Context: an optimization exercise on an open-source flow, tuned for small area. The choices shown serve that exercise and are no tape-out recipe. Function was checked by simulation only, so behaviour that the tests miss may differ from the original. Power is estimated from default activity; no workload was simulated.

==> run M <==
==> flow/design.v (excerpt) <==
module Project_Sensor(
    input           iClk,
    input           iRst,
    input           iSet,
    input   [4:0]   iMode,
    input           iFPGA_Btn_U,
    input           iFPGA_Btn_D,
    input           iFPGA_Btn_R,
    input           iFPGA_Btn_L,
    output  [3:0]   oFnd_Com,
    output  [7:0]   oFnd_Data,
    output  [3:0]   oLed_Alarm,
    output  [9:0]   oLed,
    input           iEcho,
    output          oTrig,
    input           iDHT_In,
    output          oDHT_Out,
    output          oDHT_En
    );
clock: 14.0 ns
lec_check: 0
abc_area: 1
cap_margin: 20
core_margin: 2
core_utilization: 40
slew_margin: 20
standard.sh (not shown) runs the stock make flow with config.mk's settings and CLKGATE_MAP_FILE= SYNTH_SCRIPT=/design/flow/synth_recipe.tcl, a recipe that flattens the netlist after the stock synthesis.
==> flow/flow/run.sh <==
#!/bin/bash
# Layout flow: the standard ORFS flow (standard.sh) with these changes:
#  - synthesis maps logic with an area-oriented ABC script (flow/abc_area.script), and
#    leaves adders to ABC instead of mapping them to half/full-adder cells first
#    (ADDER_MAP_FILE empty); everything else in synthesis, including the registers,
#    is the standard synthesis;
#  - ports are buffered with the smallest buffer (sky130_fd_sc_hd__buf_1);
#  - CTS uses small leaf buffers, larger sink clusters and no dummy loads.
# Each tool's output goes to the ORFS logs under orfs/logs; make's own output to flow_make.log.
set -euo pipefail
cd "$(dirname "$0")/.."
export BUFFER_PORTS_ARGS="-buffer_cell sky130_fd_sc_hd__buf_1"
W=$PWD

cat > "$W/flow_synth.tcl" <<EOT
proc abc {args} {
  set i [lsearch -exact \$args -script]
  if {\$i >= 0} { lset args [expr {\$i + 1}] {$W/flow/abc_area.script} }
  puts "abc with area script: \$args"
  yosys abc {*}\$args
}
source {$W/synth_recipe.tcl}
EOT

sed -E "s#SYNTH_SCRIPT=[^ ]+#SYNTH_SCRIPT=$W/flow_synth.tcl#" standard.sh > flow_standard.sh
grep -q "SYNTH_SCRIPT=$W/flow_synth.tcl" flow_standard.sh

CTS="-sink_clustering_enable -repair_clock_nets -dont_use_dummy_load -buf_list sky130_fd_sc_hd__clkbuf_8 -sink_clustering_size 12 -sink_clustering_max_diameter 60"
export CTS_ARGS="$CTS"
bash flow_standard.sh finish ADDER_MAP_FILE= > "$W/flow_make.log" 2>&1
==> flow/flow/abc_area.script <==
strash
&get -n
&fraig -x
&deepsyn -T 60
&put
strash
&get -n
&dc2
&dch -f
&nf -R 1000
&put
strash
&get -n
&dc2
&dch -f
&nf -R 1000
&put
==> run F (differences from run M) <==
--- a/flow/design.v
+++ b/flow/design.v
@@ -36,24 +36,32 @@
     output reg [W-1:0]  oTime,
     output reg          oTick
 );
     wire        wTop = (oTime == N - 1);
     wire        wBot = (oTime == 0);
-    wire        wDn  = !iInc & (iDec | iDown);
-    wire        wEv  = iInc | iDec | iTick;
-    wire [W-1:0] wStep = oTime + (wDn ? {W{1'b1}} : {{(W-1){1'b0}}, 1'b1});
-    wire [W-1:0] wNxt  = wDn ? (wBot ? N - 1 : wStep) : (wTop ? {W{1'b0}} : wStep);
+    wire [W-1:0] wUp = wTop ? {W{1'b0}} : oTime + 1'b1;
+    wire [W-1:0] wDn = wBot ? N - 1     : oTime - 1'b1;
+    reg  [W-1:0] rNxt;
+    always @(*)
+    begin
+        rNxt = oTime;
+        if (iTick)
+            rNxt = iDown ? wDn : wUp;
+        if (iClear)
+            rNxt = {W{1'b0}};
+        else if (iInc)
+            rNxt = wUp;
+        else if (iDec)
+            rNxt = wDn;
+    end
     always @(posedge iClk, posedge iRst)
     begin
         if (iRst) begin
             oTime <= INIT;
             oTick <= 1'b0;
         end else begin
-            if (iClear)
-                oTime <= {W{1'b0}};
-            else if (wEv)
-                oTime <= wNxt;
+            oTime <= rNxt;
             oTick <= iTick & (iDown ? wBot : wTop);
         end
     end
 endmodule
 module ps_time #(
@@ -150,25 +158,25 @@
     wire wScanTick = ~rDiv[0] & (rDiv[2] | rDiv[1]);
     reg     [2:0]   rRunU, rRunD, rRunL, rRunR;
     always @(posedge iClk, posedge iRst)
     begin
         if (iRst) begin
-            rRunU <= 3'b000;
-            rRunD <= 3'b000;
-            rRunL <= 3'b000;
-            rRunR <= 3'b000;
+            rRunU <= 3'd0;
+            rRunD <= 3'd0;
+            rRunL <= 3'd0;
+            rRunR <= 3'd0;
         end else if (wSample) begin
-            rRunU <= iFPGA_Btn_U ? {rRunU[2] | rRunU[1], rRunU[0], ~rRunU[2]} : 3'b000;
-            rRunD <= iFPGA_Btn_D ? {rRunD[2] | rRunD[1], rRunD[0], ~rRunD[2]} : 3'b000;
-            rRunL <= iFPGA_Btn_L ? {rRunL[2] | rRunL[1], rRunL[0], ~rRunL[2]} : 3'b000;
-            rRunR <= iFPGA_Btn_R ? {rRunR[2] | rRunR[1], rRunR[0], ~rRunR[2]} : 3'b000;
+            rRunU <= iFPGA_Btn_U ? (rRunU[2] ? 3'd5 : rRunU + 1'b1) : 3'd0;
+            rRunD <= iFPGA_Btn_D ? (rRunD[2] ? 3'd5 : rRunD + 1'b1) : 3'd0;
+            rRunL <= iFPGA_Btn_L ? (rRunL[2] ? 3'd5 : rRunL + 1'b1) : 3'd0;
+            rRunR <= iFPGA_Btn_R ? (rRunR[2] ? 3'd5 : rRunR + 1'b1) : 3'd0;
         end
     end
-    wire wBtn_U = wStrobe & (rRunU == 3'b110);
-    wire wBtn_D = wStrobe & (rRunD == 3'b110);
-    wire wBtn_L = wStrobe & (rRunL == 3'b110);
-    wire wBtn_R = wStrobe & (rRunR == 3'b110);
+    wire wBtn_U = wStrobe & (rRunU == 3'd4);
+    wire wBtn_D = wStrobe & (rRunD == 3'd4);
+    wire wBtn_L = wStrobe & (rRunL == 3'd4);
+    wire wBtn_R = wStrobe & (rRunR == 3'd4);
     reg     [7:0]   rScan;
     always @(posedge iClk, posedge iRst)
     begin
         if (iRst)
             rScan <= 8'd0;
@@ -355,19 +363,13 @@
     reg     [2:0]   rUs_St_N;
     reg     [9:0]   rUs_Q_N;
     reg     [5:0]   rUs_R_N;
     reg     [12:0]  rUs_TO_N;
     reg     [5:0]   rUs_Auto_N;
-    function [5:0] fStep6(input [5:0] iS);
-        fStep6 = {iS[4:0], ~(iS[5] ^ iS[4])};
-    endfunction
-    function [12:0] fStep13(input [12:0] iS);
-        fStep13 = {iS[11:0], ~(iS[12] ^ iS[3] ^ iS[2] ^ iS[0])};
-    endfunction
     wire            wmSec = wClk_Tick;
-    wire            wQ_Wrap = (rUs_Q == 10'd564) && (rUs_R == 6'd37);    
-    wire            wR_Top  = (rUs_R == 6'd21);                            
+    wire            wQ_Wrap = (rUs_Q == 10'd564) && (rUs_R == 6'd55);
+    wire            wR_Top  = (rUs_R == 6'd57);
     always @(*)
     begin
         rUs_St_N   = rUs_St;
         rUs_Q_N    = rUs_Q;
         rUs_R_N    = rUs_R;
@@ -376,61 +378,61 @@
         case (rUs_St)
             U_IDLE, U_ERROR : begin
                 if (rUs_St == U_IDLE && wUltra && wBtn_R)
                     rUs_St_N = U_START;
                 else if (wmSec) begin
-                    if (rUs_Auto == 6'd19) begin           
+                    if (rUs_Auto >= 6'd50) begin
                         rUs_St_N   = U_START;
                         rUs_Auto_N = 6'd0;
                     end else
-                        rUs_Auto_N = fStep6(rUs_Auto);
+                        rUs_Auto_N = rUs_Auto + 1'b1;
                 end
             end
             U_START, U_DETECT : begin
                 if (rUs_St == U_START) begin
                     if (wUs_Tick) begin
-                        if (rUs_R == 6'd47) begin          
+                        if (rUs_R == 6'd10) begin
                             rUs_St_N = U_DETECT;
                             rUs_R_N  = 6'd0;
                             rUs_TO_N = 13'd0;
                         end else
-                            rUs_R_N  = fStep6(rUs_R);
+                            rUs_R_N  = rUs_R + 1'b1;
                     end
                 end else begin
                     if (wUs_Tick && iEcho) begin
                         if (wQ_Wrap) begin
                             rUs_Q_N = 10'd0;
                             rUs_R_N = 6'd0;
                         end else if (wR_Top) begin
                             rUs_Q_N = rUs_Q + 1'b1;
                             rUs_R_N = 6'd0;
                         end else
-                            rUs_R_N = fStep6(rUs_R);
+                            rUs_R_N = rUs_R + 1'b1;
                     end else if (rEcho_Prev && !iEcho) begin
                         rUs_St_N = U_END;
                         rUs_R_N  = 6'd0;
                         rUs_TO_N = 13'd0;
                     end
                 end
                 if (wmSec) begin
-                    rUs_TO_N = fStep13(rUs_TO);
-                    if (rUs_TO == 13'd5900) begin       
+                    rUs_TO_N = rUs_TO + 1'b1;
+                    if (rUs_TO >= 13'd8000) begin
                         rUs_St_N = U_ERROR;
                         rUs_Q_N  = 10'd0;
                         rUs_R_N  = 6'd0;
                         rUs_TO_N = 13'd0;
                     end
                 end
             end
             U_END : begin
                 if (wmSec) begin
-                    if (rUs_R == 6'd20) begin          
+                    if (rUs_R == 6'd59) begin
                         rUs_St_N = U_START;
                         rUs_Q_N  = 10'd0;
                         rUs_R_N  = 6'd0;
                     end else
-                        rUs_R_N  = fStep6(rUs_R);
+                        rUs_R_N  = rUs_R + 1'b1;
                 end
             end
             default : ;
         endcase
     end
@@ -438,26 +440,26 @@
     begin
         if (iRst) begin
             rUs_St     <= U_IDLE;
             rUs_Q      <= 10'd0;
             rUs_R      <= 6'd0;
+            rEcho_Prev <= 1'b0;
             rUs_TO     <= 13'd0;
             rUs_Auto   <= 6'd0;
             rUs_Dist   <= 9'd0;
         end else begin
             rUs_St     <= rUs_St_N;
             rUs_Q      <= rUs_Q_N;
             rUs_R      <= rUs_R_N;
+            rEcho_Prev <= iEcho;
             rUs_TO     <= rUs_TO_N;
             rUs_Auto   <= rUs_Auto_N;
             if (rUs_St == U_END || rUs_St == U_ERROR)
                 rUs_Dist <= rUs_Q[8:0];
         end
     end
     assign  oTrig = (rUs_St == U_START);
-    always @(posedge iClk)
-        rEcho_Prev <= iEcho;
     assign oDistance = rUs_Dist;
 endmodule
 module ps_dht (
     input           iClk,
     input           iRst,
@@ -466,13 +468,10 @@
     input           iDHT_In,
     output          oDHT_Out,
     output          oDHT_En,
     output  [31:0]  oData
 );
-    function [5:0] fStep6(input [5:0] iS);
-        fStep6 = {iS[4:0], ~(iS[5] ^ iS[4])};
-    endfunction
     wire            wDht_Tick;
     ps_tick_gen U_Dht_Tick (.iClk(iClk), .iRst(iRst), .iRun(wDHT),
                             .iClear(!wDHT), .oTick(wDht_Tick));
     localparam  D_IDLE = 3'd0, D_START = 3'd1, D_WAIT = 3'd2, D_SYNCL = 3'd3,
                 D_SYNCH = 3'd4, D_DATA = 3'd5, D_CHECK = 3'd6, D_ERROR = 3'd7;
@@ -487,18 +486,10 @@
     reg     [2:0]   rD_St_N;
     reg     [7:0]   rD_Tick_N;
     reg     [5:0]   rD_Cnt_N;
     reg     [39:0]  rData_N;
     reg     [13:0]  rD_Auto_N;
-    function [6:0] fStep7(input [6:0] iS);
-        fStep7 = {iS[5:0], ~(iS[6] ^ iS[5])};
-    endfunction
-    wire    [13:0]  wAuto_Inc = (rD_Auto[6:0] == 7'd75)                          
-                              ? {fStep7(rD_Auto[13:7]), 7'd0}
-                              : {rD_Auto[13:7], fStep7(rD_Auto[6:0])};
-    wire            wAuto_Idle = (rD_Auto == {7'd22, 7'd0});                     
-    wire            wAuto_Err  = (rD_Auto[13:7] != 7'd0);                        
     wire            wLine = rSync2;
     wire            wValid = (rData[7:0] == (rData[39:32] + rData[31:24] + rData[23:16] + rData[15:8]));
     always @(*)
     begin
         rEn_N     = rEn;
@@ -512,12 +503,12 @@
                 if (wBtn_R && wDHT) begin
                     rD_St_N = D_START;
                     rEn_N   = 1'b1;
                 end
                 if (wDht_Tick) begin
-                    rD_Auto_N = wAuto_Inc;
-                    if (wAuto_Idle) begin
+                    rD_Auto_N = rD_Auto + 1'b1;
+                    if (rD_Auto >= 14'd10000) begin
                         rD_St_N   = D_START;
                         rD_Auto_N = 14'd0;
                         rEn_N     = 1'b1;
                     end
                 end
@@ -552,15 +543,15 @@
             end
             D_DATA : begin
                 if (wDht_Tick && wLine)
                     rD_Tick_N = rD_Tick + 1'b1;
                 if (rPrev && !wLine) begin
-                    if (rD_Cnt == 6'd45) begin       
+                    if (rD_Cnt == 6'd39) begin
                         rD_St_N  = D_CHECK;
                         rD_Cnt_N = 6'd0;
                     end else
-                        rD_Cnt_N = fStep6(rD_Cnt);
+                        rD_Cnt_N = rD_Cnt + 1'b1;
                     rD_Tick_N = 8'd0;
                     rData_N   = {rData[38:0], (rD_Tick >= 8'd4)};
                 end
             end
             D_CHECK : begin
@@ -574,12 +565,12 @@
             end
             default : begin      
                 if (wBtn_R)
                     rD_St_N = D_IDLE;
                 if (wDht_Tick) begin
-                    rD_Auto_N = wAuto_Inc;
-                    if (wAuto_Err) begin
+                    rD_Auto_N = rD_Auto + 1'b1;
+                    if (rD_Auto >= 14'd100) begin
                         rD_St_N   = D_IDLE;
                         rD_Tick_N = 8'd0;
                         rD_Cnt_N  = 6'd0;
                         rData_N   = 40'd0;
                         rD_Auto_N = 14'd0;
@@ -589,32 +580,32 @@
         endcase
     end
     always @(posedge iClk, posedge iRst)
     begin
         if (iRst) begin
+            rSync1  <= 1'b1;
+            rSync2  <= 1'b1;
+            rPrev   <= 1'b0;
             rEn     <= 1'b1;
             rD_St   <= D_IDLE;
             rD_Tick <= 8'd0;
             rD_Cnt  <= 6'd0;
             rData   <= 40'd0;
             rD_Auto <= 14'd0;
         end else begin
+            rSync1  <= iDHT_In;
+            rSync2  <= rSync1;
+            rPrev   <= rSync2;
             rEn     <= rEn_N;
             rD_St   <= rD_St_N;
             rD_Tick <= rD_Tick_N;
             rD_Cnt  <= rD_Cnt_N;
             rData   <= rData_N;
             rD_Auto <= rD_Auto_N;
         end
     end
     assign  oDHT_En  = rEn;
-    always @(posedge iClk)
-    begin
-        rSync1 <= iDHT_In;
-        rSync2 <= rSync1;
-        rPrev  <= rSync2;
-    end
     assign  oDHT_Out = (rD_St != D_START);
     assign oData = rData[39:8];
 endmodule
 module ps_display (
     input   [4:0]   iMode,
==> flow/flow/run.sh (replaced) <==
#!/bin/bash
# Layout flow: the standard ORFS flow (standard.sh) with three changes:
#  - synthesis maps logic with an area-oriented ABC script (flow/abc_area.script);
#    everything else in synthesis, including the registers, is the standard synthesis;
#  - ports are buffered with the smallest buffer (sky130_fd_sc_hd__buf_1);
#  - CTS uses small leaf buffers, larger sink clusters and no dummy loads.
# Each tool's output goes to the ORFS logs under orfs/logs; make's own output to flow_make.log.
set -euo pipefail
cd "$(dirname "$0")/.."
export BUFFER_PORTS_ARGS="-buffer_cell sky130_fd_sc_hd__buf_1"
W=$PWD

cat > "$W/flow_synth.tcl" <<EOT
proc abc {args} {
  set i [lsearch -exact \$args -script]
  if {\$i >= 0} { lset args [expr {\$i + 1}] {$W/flow/abc_area.script} }
  puts "abc with area script: \$args"
  yosys abc {*}\$args
}
source {$W/synth_recipe.tcl}
EOT

sed -E "s#SYNTH_SCRIPT=[^ ]+#SYNTH_SCRIPT=$W/flow_synth.tcl#" standard.sh > flow_standard.sh
grep -q "SYNTH_SCRIPT=$W/flow_synth.tcl" flow_standard.sh

CTS="-sink_clustering_enable -repair_clock_nets -dont_use_dummy_load -buf_list sky130_fd_sc_hd__clkbuf_8 -sink_clustering_size 12 -sink_clustering_max_diameter 60"
export CTS_ARGS="$CTS"
bash flow_standard.sh finish > "$W/flow_make.log" 2>&1
==> flow/flow/abc_area.script (replaced) <==
strash
&get -n
&fraig -x
&put
dc2
strash
&get -n
&dc2
&dch -f
&nf -R 1000
&put
strash
&get -n
&dc2
&dch -f
&nf -R 1000
&put
==> notes.md <==
crit-path most repeated cell nor2b_1; commonest cells after routing, fill and taps aside dfrtp_1, nor2_1, nand2_1, a21oi_1, o21ai_0; power in combinational cells 0.738 mW; number of DRC markers in iteration 0 1018; switch share 39.4%; initial core utilization 40.4%; Inst Count DP 1824; Seq power 0.920 mW; status timing/DRC/antenna clean; clk slew on worst S/H paths 90 ps; layout cell share with drive strength beyond 1 3.11%
(the above is from run M)
==> notes.md <==
status timing/DRC/antenna clean; number of DRC markers in iteration 0 1150; commonest cells after routing, fill and taps aside dfrtp_1, nor2_1, nand2_1, a21oi_1, o21ai_0; crit-path most repeated cell o21ai_0; layout cell share with drive strength beyond 1 3.56%; Seq power 0.872 mW; clk slew on worst S/H paths 70 ps
(the above is from run F)

## separate check: timing with driven ports
In the flow no input, the clock included, has a driving cell. The finished layouts below were timed again as built, in two steps. Step 1 sets driving cells, clkbuf_16 on the clock port and buf_2 on the other inputs (assumed; they add their load-dependent delay and slew). Step 2 times the ports against the registers' clock, not the clock port: input delays grow and output delays shrink by t, the midpoint of the rising clock arrivals with the driver on. Slacks: ideal / step 1 / step 2; pairs: ideal / step 1.
| run | t, ns | slack for setup (ns) | worst data-port slew with drivers (ns) |
|---|---|---|---|
| run M | 0.589 | 1.533 / 1.506 / 1.506 | 0.05 |
| run F | 0.653 | 1.012 / 0.990 / 0.990 | 0.03 |
After both steps every run listed still meets setup and hold. For run M, which loses most, drivers alone change the setup slack by -0.027 ns; drivers and shift together by -0.027 ns.
